Source: an optimization exercise on an open RTL-to-GDS flow (aim: small area, a short achievable clock period and few clock cycles per item). Production flows keep margins and buffers that such runs may drop.
No functional check of the RTL was part of any run shown here.

<file path="flow/run.sh">
#!/bin/bash
# synth_recipe.tcl (not shown) runs the flow's synth.tcl, then flattens the netlist and writes it again
# the make line also repeats each setting of config.mk as NAME=value (left out here)
make -C /OpenROAD-flow-scripts/flow DESIGN_CONFIG=/design/flow/config.mk WORK_HOME=/design/flow/orfs CLKGATE_MAP_FILE= SYNTH_SCRIPT=/design/flow/synth_recipe.tcl finish
</file>
<file path="flow/config.mk">
export PLATFORM = sky130hd
export DESIGN_NAME = ascon128_stream
export DESIGN_NICKNAME = ascon128_stream
export VERILOG_FILES = /design/flow/design.v
export SDC_FILE = /design/flow/constraint.sdc
export NUM_CORES = 8
export LEC_CHECK = 0
export CAP_MARGIN = 20
export CORE_MARGIN = 2
export CORE_UTILIZATION = 40
export SLEW_MARGIN = 20
</file>
<file path="flow/constraint.sdc">
create_clock -name core_clock -period 10.0 [get_ports {clk}]
set_input_delay 2.0000 -clock core_clock [delete_from_list [all_inputs] [get_ports {clk}]]
set_output_delay 2.0000 -clock core_clock [all_outputs]
set_load 0.01 [all_outputs]
</file>
<file path="flow/design.v">
`timescale 1ns / 1ps
module ASCON_SBOX(
input  [63:0] Xark0, Xark1, Xark2, Xark3, Xark4,
output [63:0] Xsb0, Xsb1, Xsb2, Xsb3, Xsb4
);
wire [63:0] a0 = Xark0 ^ Xark4;
wire [63:0] a1 = Xark1;
wire [63:0] a2 = Xark2 ^ Xark1;
wire [63:0] a3 = Xark3;
wire [63:0] a4 = Xark4 ^ Xark3;
wire [63:0] c0 = a0 ^ (~a1 & a2);
wire [63:0] c1 = a1 ^ (~a2 & a3);
wire [63:0] c2 = a2 ^ (~a3 & a4);
wire [63:0] c3 = a3 ^ (~a4 & a0);
wire [63:0] c4 = a4 ^ (~a0 & a1);
assign Xsb0 = c0 ^ c4;
assign Xsb1 = c1 ^ c0;
assign Xsb2 = ~c2;
assign Xsb3 = c3 ^ c2;
assign Xsb4 = c4;
endmodule
`timescale 1ns / 1ps
module ASCON_ROUND_FUNCTION(
input  [63:0] Xi0, Xi1, Xi2, Xi3, Xi4,
input   [3:0] rnd,
output [63:0] Xo0, Xo1, Xo2, Xo3, Xo4
);
wire [63:0] s0, s1, s2, s3, s4;
ASCON_SBOX sbox (
    .Xark0(Xi0), .Xark1(Xi1), .Xark2(Xi2 ^ {56'b0, ~rnd, rnd}), .Xark3(Xi3), .Xark4(Xi4),
    .Xsb0(s0), .Xsb1(s1), .Xsb2(s2), .Xsb3(s3), .Xsb4(s4)
);
assign Xo0 = s0 ^ {s0[18:0], s0[63:19]} ^ {s0[27:0], s0[63:28]};
assign Xo1 = s1 ^ {s1[60:0], s1[63:61]} ^ {s1[38:0], s1[63:39]};
assign Xo2 = s2 ^ {s2[ 0:0], s2[63: 1]} ^ {s2[ 5:0], s2[63: 6]};
assign Xo3 = s3 ^ {s3[ 9:0], s3[63:10]} ^ {s3[16:0], s3[63:17]};
assign Xo4 = s4 ^ {s4[ 6:0], s4[63: 7]} ^ {s4[40:0], s4[63:41]};
endmodule
`timescale 1ns / 1ps
module ascon128_stream #(
    parameter R    = 1,
    parameter OREG = 1
)(
input          clk, rst,
input          start, enc,
input  [127:0] key, nonce,
input          in_valid,
output         in_ready,
input   [63:0] in_data,
input    [3:0] in_bytes,
input          in_ad,
output         out_valid,
output  [63:0] out_data,
output         tag_valid,
output [127:0] tag
);
localparam [3:0] LAST = 12 - R;
reg  [63:0] S0, S1, S2, S3, S4;
reg  [63:0] O;
reg        rnd_q, init_q, fin_q, wait_q, fix_q, tag_q, txt_q, ov_q, rdy_q;
reg  [3:0] cnt;
wire [63:0] x0 [0:R];
wire [63:0] x1 [0:R];
wire [63:0] x2 [0:R];
wire [63:0] x3 [0:R];
wire [63:0] x4 [0:R];
assign x0[0] = S0;
assign x1[0] = S1;
assign x2[0] = S2;
assign x3[0] = S3;
assign x4[0] = S4;
genvar g;
generate
for (g = 0; g < R; g = g + 1) begin : rounds
    ASCON_ROUND_FUNCTION rf (
        .Xi0(x0[g]), .Xi1(x1[g]), .Xi2(x2[g]), .Xi3(x3[g]), .Xi4(x4[g]),
        .rnd(cnt + g[3:0]),
        .Xo0(x0[g+1]), .Xo1(x1[g+1]), .Xo2(x2[g+1]), .Xo3(x3[g+1]), .Xo4(x4[g+1])
    );
end
endgenerate
wire idle     = !(rnd_q | wait_q | fix_q | tag_q);
wire load     = idle & start;
wire last_rnd = rnd_q & (cnt == LAST);
wire can_use  = (OREG != 0) ? rdy_q : ((last_rnd & !fin_q) | wait_q);
wire absorb      = can_use & in_valid;
wire blk_last = !in_bytes[3];
wire absorb_ad   = absorb & in_ad;
wire absorb_txt  = absorb & !in_ad;
wire absorb_fin  = absorb_txt & blk_last;
wire dec_fix  = (OREG == 0) && absorb_txt && !enc;
reg [63:0] m, pad;
integer i;
always @(*) begin
    for (i = 0; i < 8; i = i + 1) begin
        m[63-8*i -: 8]   = (i < in_bytes) ? 8'hff : 8'h00;
        pad[63-8*i -: 8] = (i == in_bytes) ? 8'h80 : 8'h00;
    end
end
wire hold = wait_q | fix_q;
wire [63:0] b0 = hold ? S0 : x0[R];
wire [63:0] b1 = hold ? S1 : x1[R];
wire [63:0] b2 = hold ? S2 : x2[R];
wire [63:0] b3 = hold ? S3 : x3[R];
wire [63:0] b4 = hold ? S4 : x4[R];
wire key_fin = last_rnd & (init_q | fin_q);
wire [63:0] kin_hi = key[127:64] & {64{absorb_fin}};
wire [63:0] kin_lo = key[63:0]   & {64{absorb_fin}};
wire [63:0] kst_hi = key[127:64] & {64{key_fin}};
wire [63:0] kst_lo = key[63:0]   & {64{key_fin}};
wire [63:0] dm   = in_data & m;
wire [63:0] keep = (OREG != 0) ? ~(m & {64{absorb_txt & !enc}}) : ~(m & {64{fix_q}});
wire [63:0] inj0 = (absorb ? (dm ^ pad) : 64'b0) ^ (fix_q ? dm : 64'b0);
always @(posedge clk) begin
    if (load) begin
        S0 <= 64'h80400c0600000000;
        S1 <= key[127:64];
        S2 <= key[63:0];
        S3 <= nonce[127:64];
        S4 <= nonce[63:0];
    end else begin
        S0 <= (b0 & keep) ^ inj0;
        S1 <= b1 ^ kin_hi;
        S2 <= b2 ^ kin_lo;
        S3 <= b3 ^ kst_hi;
        S4 <= b4 ^ kst_lo ^ {63'b0, absorb_txt & !txt_q};
    end
    O <= b0 ^ in_data;
end
reg        rnd_d, init_d, fin_d, wait_d, fix_d, tag_d, txt_d;
reg  [3:0] cnt_d;
always @(*) begin
    rnd_d  = rnd_q;
    init_d = init_q;
    fin_d  = fin_q;
    wait_d = wait_q;
    fix_d  = 1'b0;
    tag_d  = 1'b0;
    txt_d  = txt_q | absorb_txt;
    cnt_d  = cnt + R[3:0];
    if (load) begin
        rnd_d  = 1'b1;
        init_d = 1'b1;
        fin_d  = 1'b0;
        txt_d  = 1'b0;
        cnt_d  = 4'd0;
    end
    if (last_rnd) begin
        init_d = 1'b0;
        if (fin_q) begin
            rnd_d = 1'b0;
            tag_d = 1'b1;
        end else if (!in_valid) begin
            rnd_d  = 1'b0;
            wait_d = 1'b1;
        end
    end
    if (absorb) begin
        wait_d = 1'b0;
        if (dec_fix) begin
            rnd_d = 1'b0;
            fix_d = 1'b1;
        end else begin
            rnd_d = 1'b1;
            fin_d = absorb_fin;
            cnt_d = absorb_fin ? 4'd0 : 4'd6;
        end
    end
    if (fix_q) begin
        rnd_d = 1'b1;
        fin_d = blk_last;
        cnt_d = blk_last ? 4'd0 : 4'd6;
    end
end
wire rdy_d = (OREG != 0) ? (wait_d | (rnd_d & !fin_d & (cnt_d == LAST))) : absorb;
always @(posedge clk, posedge rst) begin
    if (rst) begin
        rnd_q  <= 1'b0;
        init_q <= 1'b0;
        fin_q  <= 1'b0;
        wait_q <= 1'b0;
        fix_q  <= 1'b0;
        tag_q  <= 1'b0;
        txt_q  <= 1'b0;
        ov_q   <= 1'b0;
        rdy_q  <= 1'b0;
        cnt    <= 4'd0;
    end else begin
        rnd_q  <= rnd_d;
        init_q <= init_d;
        fin_q  <= fin_d;
        wait_q <= wait_d;
        fix_q  <= fix_d;
        tag_q  <= tag_d;
        txt_q  <= txt_d;
        ov_q   <= absorb_txt;
        rdy_q  <= rdy_d;
        cnt    <= cnt_d;
    end
end
assign in_ready  = rdy_q;
assign out_valid = ov_q;
assign out_data  = (OREG != 0) ? O : S0;
assign tag_valid = tag_q;
assign tag       = {S3, S4};
endmodule
</file>
==> reports/results.tsv, run 1 <==
metric	value	unit
gr-usage-met3	8.75	%
cp.required	10.55	ns
syn_nets	4785	
hold_class	reg -> reg	
synth_top_family_by_area	XOR/XNOR gates	
drt_wl_total	171000	um
hold_buffers	0	
tns	0	ns
syn_inst	4326	
htreeDepth	2	
die_h	312	um
ant_nets	0	
synth_cell_types	63	
viasPerCell	5.49	
synth_area	38000	sq um
muxShareOfSynthArea	7.87	%
io_pins	525	
ys.flop_type	dfxtp_1	
overflow	0	
whs	0.495	ns
synth_common_cells	xnor2_1 (1,082), nand2_1 (567), dfxtp_1 (384), mux2i_1 (285), xor2_1 (273)	
maxCapViolCount	0	
rsz0062_at_grt	false	
final_nets	5236	
grt_pass1_vias	31000	
firstDrtPassIters	6	
yosysSeqAreaShare	21.0	%
cp.arrival	5.26	ns
port_buffers	524	
post_cts_resized	0	
wire_per_inst	28.1	um
use_met1	42.3	%
cts_buffers	54	
finalCritPeriodShare	47.1	%
ys_ff_latch	396	
synth_top_area_share	25.0	%
yosysWarningCount	1	
cts_buffer_depth	3	
syn_area_per_cell	8.78	sq um
core_area	94600	sq um
synth-compound-area-share	11.9	%
cts.sinks	396	
grt_pass1_wl	235000	um
root_buffer	clkbuf_16	
yosys-top-cells-area	xnor2_1 (25%), dfxtp_1 (20%), mux2i_1 (7.5%)	
setup_violations	0	
drc	0	
met2_usage	52.9	%
gp_congestion	1.06	
yosys.area_share.simple	8.46	%
cp-start-kind	primary input	
slew_viol_final	0	
critPathMaxFanout	59	
relSlewSlack	9.95	%
async_flop_share	3.03	%
hold_viol	0	
grt_usage	33.9	%
crit_type	in -> reg	
fin_skew	0.0280	ns
grt_max_degree	206	
multi_input_area	28600	sq um
synth_fa_ha_area_share	5.94	%
min_period	4.71	ns
cts.clk_slew.worst_paths	0.06	ns
fp-row-count	113	
busiest_layer	met2	
drive_gt1_share	4.85	%
antenna_found_initial	25	
vias	33500	
clk_latency	0.67	ns
drt-initial-drc-count	3400	
cts_setup_buffers	0	
fmax	212	MHz
dp_hpwl	139000	um
initial_core_util	40.2	%
status	no timing/DRC/antenna violations	
crit_path_end_kind	flop	
nFillCells	9011	
cts_tree	built	
synthToLayoutAreaGrowth	22.6	%
yosysTopAreaCell	xnor2_1	
die_area	97400	sq um
yosys.area_share.xor_xnor	40.8	%
synth-edff-count	0	
layout.area.seq	7990	sq um
synth.most_common_cell	xnor2_1	
tightestPinTransition	1.35	ns
die_w	312	um
critical path, cell delays in order:
cell             delay [ns]
clkdlybuf4s50_1        0.92
nor3_2                 0.49
buf_4                  0.50
buf_4                  0.61
nand2_1                0.19
mux2i_1                0.19
a211oi_1               0.10
a21o_1                 0.19
metal layers:
metal / share of wire (%) / up-vias
met2: 44 / 1631
met5: 0.17 / -
met1: 39 / 16100
li1: - / 15400
met3: 9.7 / 365
met4: 6.6 / 30
final timing paths:
check | start | to | slack (ns) | cells past startpoint
min in group asynchronous | rst | rnd_q | 1.66 | 2
worst max register to register | wait_q | S0[28] | 6.61 | 5
max in group asynchronous | rst | wait_q | 7.97 | 2
worst min register to register | init_q | init_q | 0.49 | 1
worst max-delay path | in_bytes[3] | S1[16] | 5.29 | 8
worst min-delay path | init_q | init_q | 0.49 | 1
final cells by class:
class                   count  area share (%)
multi-input cells        3540            61.4
flip-flops and latches    396            17.2
repair buffers            580            12.3
well taps                1265            3.40
clock buffers              71            3.27
inverters                 205            1.65
clock inverters            29           0.819
diodes                     11          0.0591
sequential cells by signal, indices dropped and copies added, names as in the netlist:
signal  cells
cnt         4
wait_q      1
S0         64
S1         64
tag_q       1
S3         64
txt_q       1
S4         64
rdy_q       1
S2         64
rnd_q       1
O          64
ov_q        1
fin_q       1
init_q      1
stage by stage:
step                util, %  instances  setup WS (ns)  cell area, sq um
finish                 49.2       6097           5.29             46600
global route           49.2       6093           5.21             46600
CTS                    49.2       6086           5.47             46500
detailed placement     47.1       5986           4.79             44600
global placement       47.1       5986           4.86             44600
floorplan                 -       4326           6.36             38000
cells by family (layout without fill, tap and decap cells):
| logic type | count (synthesis) | after routing |
|---|---|---|
| XOR/XNOR | 1530 | 1530 |
| AND/OR/NAND/NOR | 805 | 805 |
| AO/OA/AOI/OAI | 717 | 717 |
| flip-flops | 396 | 396 |
| buffers and inverters | 390 | 885 |
| multiplexers | 295 | 295 |
| adder cells (fa/ha/maj) | 193 | 193 |
| other | 0 | 11 |
cells in the final DEF (no fill, tap or decap), types with 6 or more instances in the layout:
master | netlist | routed
o21ai_0 | 76 | 76
nor2_1 | 128 | 127
a221oi_1 | 6 | 6
mux2_2 | 6 | 6
xor3_1 | 14 | 14
xor2_1 | 273 | 268
buf_4 | 2 | 52
xnor2_2 | 54 | 61
nor3_1 | 12 | 10
ha_1 | 129 | 129
o211ai_1 | 9 | 9
clkbuf_8 | 1 | 11
a211o_1 | 8 | 8
clkbuf_16 | 0 | 54
bufinv_16 | 0 | 8
nand3_1 | 72 | 72
inv_1 | 204 | 204
clkdlybuf4s50_1 | 0 | 524
xnor2_1 | 1082 | 1075
o21a_1 | 13 | 13
a22oi_1 | 33 | 33
xor2_2 | 1 | 6
xnor3_1 | 106 | 106
o21ai_1 | 135 | 135
a211oi_1 | 122 | 122
mux2i_1 | 285 | 285
a32o_1 | 7 | 7
a21oi_1 | 163 | 163
clkinv_2 | 0 | 12
maj3_1 | 64 | 64
dfxtp_1 | 384 | 384
a21o_1 | 112 | 112
nand2_1 | 567 | 567
dfrtp_1 | 12 | 11
diode_2 | 0 | 11
clkbuf_1 | 129 | 6
==> run 2: changes to the inputs <==
--- a/flow/design.v
+++ b/flow/design.v
@@ -41,3 +41,3 @@
     parameter R    = 1,
-    parameter OREG = 1
+    parameter OREG = 0
 )(
==> run 2 against run 1 <==
  * Synthesized cell count decreased by 5.8%
  * Sequential share of layout area decreased by 1.2 points
  * Critical path depth up 2
  * Global-route usage grew 4.1 points
  * Die area down 11%
  * Cell count down 5.7%
  * Worst setup slack worse by 0.51 ns
  * Critical path type unchanged
==> reports/results.tsv, run 2 <==
metric	value	unit	change
status	no timing/DRC/antenna violations		
ant_nets	0		unchanged
async_flop_share	3.90	%	+0.87 points
final_nets	5031		-3.9%
root_buffer	clkbuf_16		
crit_path_top_delay_cell	or2_4		
grt_pass1_wl	231000	um	-1.4%
antenna_found_initial	13		-48%
crit_type	in -> reg		
yosysTopAreaCell	xnor2_1		
post_cts_resized	0		unchanged
cts.sinks	333		-16%
drt-initial-drc-count	3734		+9.8%
die_h	295	um	-5.6%
yosys-top-cells-area	xnor2_1 (27%), dfxtp_1 (19%), xor2_1 (8.1%)		
grt_pass1_vias	29800		-3.7%
synth_cell_types	60		-4.8%
hold_viol	0		unchanged
yosys.area_share.xor_xnor	40.8	%	+0.051 points
die_w	295	um	-5.6%
cts.clk_slew.worst_paths	0.06	ns	about the same
gp_congestion	1.07		+1.6%
tns	0	ns	unchanged
port_buffers	524		unchanged
clk_latency	0.62	ns	-0.05 ns
fin_skew	0.0348	ns	+0.00678 ns
yosys.area_share.simple	11.5	%	+3.0 points
muxShareOfSynthArea	5.58	%	-2.3 points
dp_hpwl	139000	um	-0.26%
core_area	83700	sq um	-12%
cts_setup_buffers	0		unchanged
relSlewSlack	12.4	%	+2.4 points
yosysWarningCount	1		unchanged
cp_top_family	buffers and inverters		
critPathMaxFanout	58		-1.7%
setup_ws	4.77	ns	-0.513 ns
overflow	0		unchanged
syn_area_per_cell	8.29	sq um	-5.5%
synth.most_common_cell	xnor2_1		
setup_violations	0		unchanged
crit_buf_inv	3		unchanged
maxCapViolCount	0		unchanged
synthToLayoutAreaGrowth	24.6	%	
finalCritPeriodShare	52.3	%	+5.1 points
cts_tree	built		
cts_buffers	47		-13%
die_area	86900	sq um	-11%
cp.required	10.53	ns	-0.02 ns
synth-compound-area-share	11.4	%	-0.54 points
critical_path.max_stage_delay	0.84	ns	-0.08 ns
yosysSeqAreaShare	19.9	%	-1.1 points
drt_wl_total	171000	um	-0.33%
synth_common_cells	xnor2_1 (1,056), nand2_1 (669), dfxtp_1 (320), xor2_1 (313), inv_1 (199)		
drc	0		unchanged
ys.flop_type	dfxtp_1		
hold_buffers	0		unchanged
wire_per_inst	29.7	um	+5.7%
grt_max_degree	90		-56%
htreeDepth	2		unchanged
cts_buffer_depth	3		unchanged
nFillCells	8093		-10%
initial_core_util	40.4	%	+0.25 points
firstDrtPassIters	6		unchanged
synth_top_area_share	27.4	%	+2.4 points
layout_common_cells	xnor2_1 (1,050), nand2_1 (667), clkdlybuf4s50_1 (524)		
viasPerCell	5.61		+2.1%
synth_area	33800	sq um	-11%
worst_path_most_repeated_cell	buf_4		
syn_inst	4077		-5.8%
tightestPinTransition	1.30	ns	-0.0431 ns
path_cells	clkdlybuf4s50_1 > nand2b_1 > o41ai_4 > buf_4 > or2_4 > buf_4 > nand2_1 > xnor2_1 > o22ai_1 > a211oi_1		
dpl_worst_slack	4.24	ns	-0.551 ns
crit_path_end_kind	flop		
grt_usage	38.0	%	+4.1 points
fp-row-count	106		-6.2%
min_period	5.23	ns	+0.513 ns
synth_top_family_by_area	XOR/XNOR gates		
io_pins	525		unchanged
cp.arrival	5.75	ns	+0.49 ns
rsz0062_at_grt	false		
syn_nets	4536		-5.2%
hold_class	reg -> reg		
synth_fa_ha_area_share	6.67	%	+0.73 points
fmax	191	MHz	-9.8%
cp-start-kind	primary input		
slew_viol_final	0		unchanged
drive_gt1_share	4.23	%	-0.62 points
reg2reg_slack	5.94	ns	-0.67 ns
final_common_cell	xnor2_1		
ys_ff_latch	333		-16%
synth-edff-count	0		unchanged
vias	32200		-3.7%
run 2: cell families after synthesis:
logic type | count (synthesis)
xor gates and xnor gates | 1450
and+or+nand+nor | 954
DFF | 333
buffers and inverters | 363
adders and majority gates | 193
muxes | 188
AOI/OAI and AO/OA | 596
run 2: tightest hold or removal path: stages (launching register included):
cell and delay, ns:
dfrtp_1 0.37, nor2_1 0.06, nor2_1 0.08
run 2: layer usage:
layer,vias to the layer above,global-route usage (%),wire (um)
li1,14500,-,-
met5,-,0,92
met1,15500,48.5,67400
met4,14,25.0,13200
met2,1819,57.5,72600
met3,405,8.50,17200
run 2: worst paths after layout:
check,startpoint,end,cells after the start
max in group asynchronous,rst,cnt[1],2
worst max register to register,fix_q,S0[18],8
worst min register to register,txt_q,txt_q,2
worst max-delay path,in_valid,S1[40],10
worst min-delay path,txt_q,txt_q,2
min in group asynchronous,rst,fix_q,2
run 2: stage by stage:
stage | instance area (sq um) | hold slack, ns | instances | util, %
2_1_floorplan | 33800 | 0.490 | 4077 | -
3_3_place_gp | 40500 | 0.527 | 5654 | 48.4
3_5_place_dp | 40500 | 0.547 | 5656 | 48.4
4_1_cts | 42100 | 0.556 | 5741 | 50.3
5_1_grt | 42100 | 0.619 | 5743 | 50.3
6_report | 42100 | 0.551 | 5747 | 50.3
run 2: cell type report:
class,count,area [sq um],share of cell area (%)
diodes,5,12.5,0.0297
well taps,1134,1420,3.37
repair buffers,610,5890,14.0
inverters,199,747,1.77
multi-input cells,3381,25800,61.2
clock inverters,11,141,0.336
clock buffers,74,1410,3.34
flip-flops and latches,333,6730,16.0
==> run 3: changes to the inputs <==
--- a/flow/design.v
+++ b/flow/design.v
@@ -40,4 +40,4 @@
 module ascon128_stream #(
-    parameter R    = 1,
-    parameter OREG = 0
+    parameter R    = 2,
+    parameter OREG = 1
 )(
==> run 3 against run 2 <==
  * Critical endpoint is now S3[54]
  * Fmax down 13%
  * Global-route usage up 10 points
  * First-iteration DRC count up 82%
  * Non-clock buffer count up 151
  * Die area up 53%
  * Synthesized cell count up 37%
  * Worst hold slack worse by 0.073 ns
  * Register-to-register slack worse by 1.9 ns
==> reports/results.tsv, run 3 <==
metric	value	unit	change
yosysSeqAreaShare	15.3	%	-4.6 points
die_h	365	um	+24%
cts.sinks	396		+19%
vias	48800		+51%
wire_per_inst	41.0	um	+38%
crit_path_end_kind	flop		
setup_violations	0		unchanged
dp_hpwl	281000	um	+100%
critical_path.max_stage_delay	0.95	ns	+0.11 ns
drive_gt1_share	10.3	%	+6.1 points
cts.clk_slew.worst_paths	0.08	ns	+0.02 ns
cp.required	10.57	ns	+0.04 ns
hold_viol	0		unchanged
critPathMaxFanout	5		-91%
cp-start-kind	flop		
htreeDepth	2		unchanged
clk_latency	0.69	ns	+0.07 ns
gp_congestion	1.14		+6.7%
die_w	365	um	+24%
synth.most_common_cell	xnor2_1		
firstDrtPassIters	9		+3
crit_type	reg -> reg		
synth-edff-count	0		unchanged
rsz0062_at_grt	false		
syn_area_per_cell	9.29	sq um	+12%
yosys-top-cells-area	xnor2_1 (23%), dfxtp_1 (15%), xnor3_1 (14%)		
cts_setup_buffers	0		unchanged
synth_common_cells	xnor2_1 (1,393), nand2_1 (536), xor2_1 (492), dfxtp_1 (384), nor2_1 (367)		
fp-row-count	132		+25%
layout.area.seq	7990	sq um	+19%
fin_skew	0.0310	ns	-0.00386 ns
final_nets	6832		+36%
post_cts_resized	0		unchanged
syn_inst	5601		+37%
overflow	0		unchanged
synth_cell_types	60		unchanged
syn_nets	6190		+36%
hold_class	reg -> reg		
initial_core_util	40.3	%	-0.15 points
final_common_cell	xnor2_1		
slew_viol_final	0		unchanged
synth_area	52100	sq um	+54%
antenna_found_initial	32		+19
cp.arrival	6.58	ns	+0.83 ns
drt-initial-drc-count	6808		+82%
drc	0		unchanged
ys.flop_type	dfxtp_1		
grt_max_degree	131		+46%
min_period	6.01	ns	+0.784 ns
setup_ws	3.99	ns	-0.784 ns
root_buffer	clkbuf_16		
multi_input_area	43300	sq um	+68%
port_buffers	524		unchanged
relSlewSlack	11.2	%	-1.2 points
tns	0	ns	unchanged
hold_buffers	0		unchanged
cts_buffer_depth	3		unchanged
finalCritPeriodShare	60.1	%	+7.8 points
grt_usage	48.3	%	+10 points
synthToLayoutAreaGrowth	22.1	%	
worst_path_most_repeated_cell	xnor2_1		
layout_common_cells	xnor2_1 (1,291), nand2_1 (534), clkdlybuf4s50_1 (524)		
grt_pass1_wl	421000	um	+82%
tightestPinTransition	1.32	ns	+0.0175 ns
nFillCells	12000		+49%
fmax	166	MHz	-13%
yosysWarningCount	1		unchanged
ys_ff_latch	396		+19%
async_flop_share	3.03	%	-0.87 points
die_area	133000	sq um	+53%
maxCapViolCount	0		unchanged
path_cells	xnor2_1 > ha_1 > xnor2_1 > xnor2_1 > xnor3_1 > inv_1 > ha_1 > xnor2_1 > xnor2_1 > xor2_1 > xnor2_1 > a221oi_1		
drt_wl_total	330000	um	+94%
cts_tree	built		
status	no timing/DRC/antenna violations		
grt_pass1_vias	44900		+50%
cts_buffers	51		+8.5%
dpl_worst_slack	4.04	ns	-0.197 ns
yosysTopAreaCell	xnor2_1		
ant_nets	0		unchanged
io_pins	525		unchanged
viasPerCell	6.06		+8.1%
crit_path_top_delay_cell	xnor2_1		
synth_top_area_share	23.4	%	-3.9 points
core_area	129000	sq um	+55%
[run 3: cell count changes after synthesis, sizes merged, moves of 130 or more]
| cell | change |
|---|---|
| nor2 | +217 |
| xnor2 | +415 |
| xnor3 | +253 |
| ha | +130 |
| xor2 | +199 |
| nand2 | -131 |
[run 3: layout make-up]
class,count,area share [%]
antenna,23,0.0906
clock buffer,66,2.27
clock inverter,29,0.691
inverter,267,1.59
multi-input combinational,4766,68.2
sequential,396,12.6
tap,1742,3.43
timing repair buffer,761,11.1
[run 3: cells by family (layout without fill, tap and decap cells)]
| logic type | after synthesis | count (layout) | share of synthesized area [%] |
|---|---|---|---|
| AO/OA/AOI/OAI | 810 | 810 | 10.0 |
| XOR/XNOR | 2358 | 2358 | 51.1 |
| flip-flops | 396 | 396 | 15.3 |
| adder cells (fa/ha/maj) | 313 | 313 | 7.26 |
| AND/OR/NAND/NOR | 1041 | 1041 | 8.07 |
| multiplexers | 244 | 244 | 5.02 |
| other | 0 | 23 | 0 |
| buffers and inverters | 439 | 1123 | 3.18 |
[run 3: worst paths after layout]
check / from / to / slack [ns] / cells after the start
max: cnt[3] / S3[54] / 3.99 / 12
min: S1[48] / S1[48] / 0.48 / 1
max reg2reg: cnt[3] / S3[54] / 3.99 / 12
min reg2reg: S1[48] / S1[48] / 0.48 / 1
max in group asynchronous: rst / wait_q / 7.98 / 2
min in group asynchronous: rst / rdy_q / 1.65 / 2
[run 3: stage by stage]
stage	hold slack [ns]	utilization (%)	instance area (sq um)	cells
after detailed placement	0.466	47.6	61500	7931
after floorplan	0.447	-	52100	5601
after global routing	0.505	49.1	63500	8028
after global placement	0.458	47.4	61300	7924
after CTS	0.479	49.0	63400	8026
final	0.479	49.1	63500	8050
[run 3: worst max-delay path: cells and delay by family, from the launching register on]
kind                     cells  cell delay [ns]
AO/OA/AOI/OAI                1             0.25
flip-flops                   1             0.47
XOR/XNOR                     8             4.59
adder cells (fa/ha/maj)      2             0.47
buffers and inverters        1             0.09
[run 3: per-layer routing]
metal	part of all wire (%)	track usage [%]	up-vias
li1	-	-	20200
met1	38	60.1	24200
met2	40	68.3	3512
met3	12	15.2	853
met4	9.7	38.7	18
met5	0.081	0	-
==> run 4: changes to the inputs <==
--- a/flow/design.v
+++ b/flow/design.v
@@ -40,3 +40,3 @@
 module ascon128_stream #(
-    parameter R    = 2,
+    parameter R    = 3,
     parameter OREG = 1
==> run 4 against run 3 <==
  * Non-clock buffer count rose by 137
  * Area after synthesis rose by 32%
  * Highest routed layer unchanged
  * Cell area rose by 30%
  * Largest cell class unchanged
  * Synthesized cell count rose by 29%
  * Worst hold slack improved by 0.020 ns
  * The layout now fails its checks (capacitance limit, slew limit)
  * Critical path depth rose by 3
  * Register-to-register slack got worse by 2.8 ns
  * Sequential cell count did not move
  * Die area rose by 31%
  * Global-route usage rose by 9.4 points
==> reports/results.tsv, run 4 <==
metric	value	unit	change
status	finished with violations		
check.faults	capacitance limit, slew limit		
post_cts_resized	0		unchanged
vias	66100		+35%
cp.arrival	9.29	ns	+2.71 ns
cts_setup_buffers	0		unchanged
tightestPinTransition	1.53	ns	+0.208 ns
maxCapViolCount	1		+1
setup_violations	0		unchanged
nFillCells	16100		+34%
yosysWarningCount	1		unchanged
htreeDepth	2		unchanged
crit_path_end_kind	flop		
die_w	418	um	+15%
layout_common_cells	xnor2_1 (1,725), xor2_1 (773), nand2_1 (704)		
clk_latency	0.74	ns	+0.05 ns
grt_pass1_vias	59900		+33%
crit_type	reg -> reg		
rsz0062_at_grt	false		
cp.required	10.53	ns	-0.04 ns
die_h	418	um	+15%
min_period	8.76	ns	+2.75 ns
critPathMaxFanout	7		+2
synthToLayoutAreaGrowth	20.4	%	
yosysSeqAreaShare	11.6	%	-3.7 points
viasPerCell	6.37		+5.0%
antenna_found_initial	54		+69%
crit_buf_inv	1		unchanged
io_pins	525		unchanged
cp_top_family	XOR/XNOR gates		
drc	0		unchanged
layout.area.seq	7990	sq um	about the same
cts_buffer_depth	3		unchanged
fmax	114	MHz	-31%
fin_skew	0.0402	ns	+0.00925 ns
cts_tree	built		
firstDrtPassIters	11		+2
synth-edff-count	0		unchanged
initial_core_util	40.1	%	-0.11 points
syn_nets	7972		+29%
setup_ws	1.24	ns	-2.75 ns
drive_gt1_share	12.9	%	+2.5 points
synth.most_common_cell	xnor2_1		
cts_buffers	54		+5.9%
yosysTopAreaCell	xnor2_1		
critical_path.max_stage_delay	1.07	ns	+0.12 ns
relSlewSlack	-2.49	%	-14 points
gp_congestion	1.28		+12%
root_buffer	clkbuf_16		
port_buffers	524		unchanged
ys.flop_type	dfxtp_1		
hold_viol	0		unchanged
ys_ff_latch	396		unchanged
die_area	175000	sq um	+31%
tns	0	ns	unchanged
drt_wl_total	521000	um	+58%
async_flop_share	3.03	%	unchanged
finalCritPeriodShare	87.6	%	+28 points
crit_path_top_delay_cell	xnor2_1		
dpl_worst_slack	1.89	ns	-2.15 ns
path_cells	xor2_1 > ha_1 > xnor2_1 > xor2_1 > xnor3_1 > inv_1 > ha_1 > xnor2_1 > xnor3_1 > xor2_1 > xnor3_2 > xnor2_1 > xnor2_1 > a21oi_1 > a221oi_1		
grt_max_degree	99		-24%
syn_inst	7253		+29%
dp_hpwl	454000	um	+61%
wire_per_inst	50.2	um	+22%
drt-initial-drc-count	11400		+68%
multi_input_area	60000	sq um	+38%
syn_area_per_cell	9.46	sq um	+1.8%
cp-start-kind	flop		
synth_top_area_share	24.0	%	+0.58 points
slew_viol_final	5		+5
synth_cell_types	82		+37%
grt_pass1_wl	641000	um	+52%
grt_usage	57.6	%	+9.4 points
overflow	0		unchanged
core_area	171000	sq um	+32%
hold_buffers	0		unchanged
hold_class	reg -> reg		
cts.sinks	396		unchanged
yosys-top-cells-area	xnor2_1 (24%), xnor3_1 (15%), dfxtp_1 (11%)		
cts.clk_slew.worst_paths	0.07	ns	about the same
synth_common_cells	xnor2_1 (1,882), xor2_1 (802), nand2_1 (705), xnor3_1 (460), inv_1 (420)		
final_nets	8757		+28%
worst_path_most_repeated_cell	xnor2_1		
ant_nets	0		unchanged
fp-row-count	152		+15%
synth_area	68600	sq um	+32%
final_common_cell	xnor2_1		
-- run 4: through the flow --
step                      std cells  instance area [sq um]  util [%]  hold WS, ns
after detailed placement      10200                  80200      46.9        0.485
after CTS                     10300                  82100      48.0        0.499
after global placement        10200                  79800      46.7        0.476
after floorplan                7253                  68600         -        0.464
after global routing          10300                  82500      48.3        0.510
final                         10400                  82600      48.3        0.499
-- run 4: final cells by class --
cell class | instances | share of cell area (%)
multi-input cells | 6261 | 72.6
clock buffers | 74 | 1.88
repair buffers | 898 | 9.85
inverters | 427 | 1.95
clock inverters | 28 | 0.480
flip-flops and latches | 396 | 9.67
diodes | 57 | 0.173
well taps | 2233 | 3.38
-- run 4: worst paths after layout --
path / slack [ns] / to / startpoint / depth (start not counted)
min: 0.50 / init_q / init_q / 1
max in group asynchronous: 8.00 / wait_q / rst / 2
min reg2reg: 0.50 / init_q / init_q / 1
min in group asynchronous: 1.62 / init_q / rst / 2
max: 1.24 / S1[18] / cnt[2] / 15
max reg2reg: 1.24 / S1[18] / cnt[2] / 15
-- run 4: layer usage --
layer | vias to the layer above | global-route usage, % | routed length (um)
li1 | 25400 | - | -
met1 | 32600 | 63.8 | 179000
met2 | 6179 | 74.4 | 191000
met3 | 1856 | 33.3 | 84700
met4 | 24 | 57.4 | 65500
met5 | - | 1.92 | 396
-- run 4: worst reg2reg max path, delay by kind of cell (launching register included) --
kind | cells | cell delay, ns
xor gates and xnor gates | 10 | 6.27
buffers and inverters | 1 | 0.10
adders and majority gates | 2 | 0.69
AOI/OAI and AO/OA | 2 | 0.94
DFF | 1 | 0.58
-- run 4: cell families (layout without fill, tap and decap cells) --
logic type / Yosys count / after routing / synth area share [%]
adder cells (fa/ha/maj): 529 / 529 / 9.16
AO/OA/AOI/OAI: 789 / 789 / 7.07
other: 0 / 57 / 0
multiplexers: 252 / 252 / 3.76
flip-flops: 396 / 396 / 11.6
AND/OR/NAND/NOR: 1219 / 1219 / 7.31
XOR/XNOR: 3472 / 3472 / 57.7
buffers and inverters: 596 / 1427 / 3.39

-- port drivers added, routing unchanged --
Ports are ideal in the flow. The routed layouts listed here were re-timed in OpenROAD. Step 1: set_driving_cell puts a clkbuf_16 on clk and a buf_2 on each other input, an assumption about the parent block. Step 2 adds t to the input delays and takes it off the output delays; t is the mean of the earliest and latest rising clock arrival at the registers after step 1. Input paths then give back, and output paths get back, about the clock's delay inside the block. Three values: ideal, step 1, step 2; two values: the first two.
| run | t (ns) | setup WS [ns] | cell pins on the clock port's net |
|---|---|---|---|
| run 1 | 0.731 | 5.287 / 5.332 / 4.601 | 1 |
| run 2 | 0.680 | 4.774 / 4.805 / 4.125 | 1 |
| run 3 | 0.762 | 3.990 / 3.990 / 3.888 | 1 |
| run 4 | 0.824 | 1.236 / 1.236 / 1.236 | 1 |
The setup slack of run 1, which loses most, moves by +0.045 ns with the drivers and by -0.686 ns with both steps.
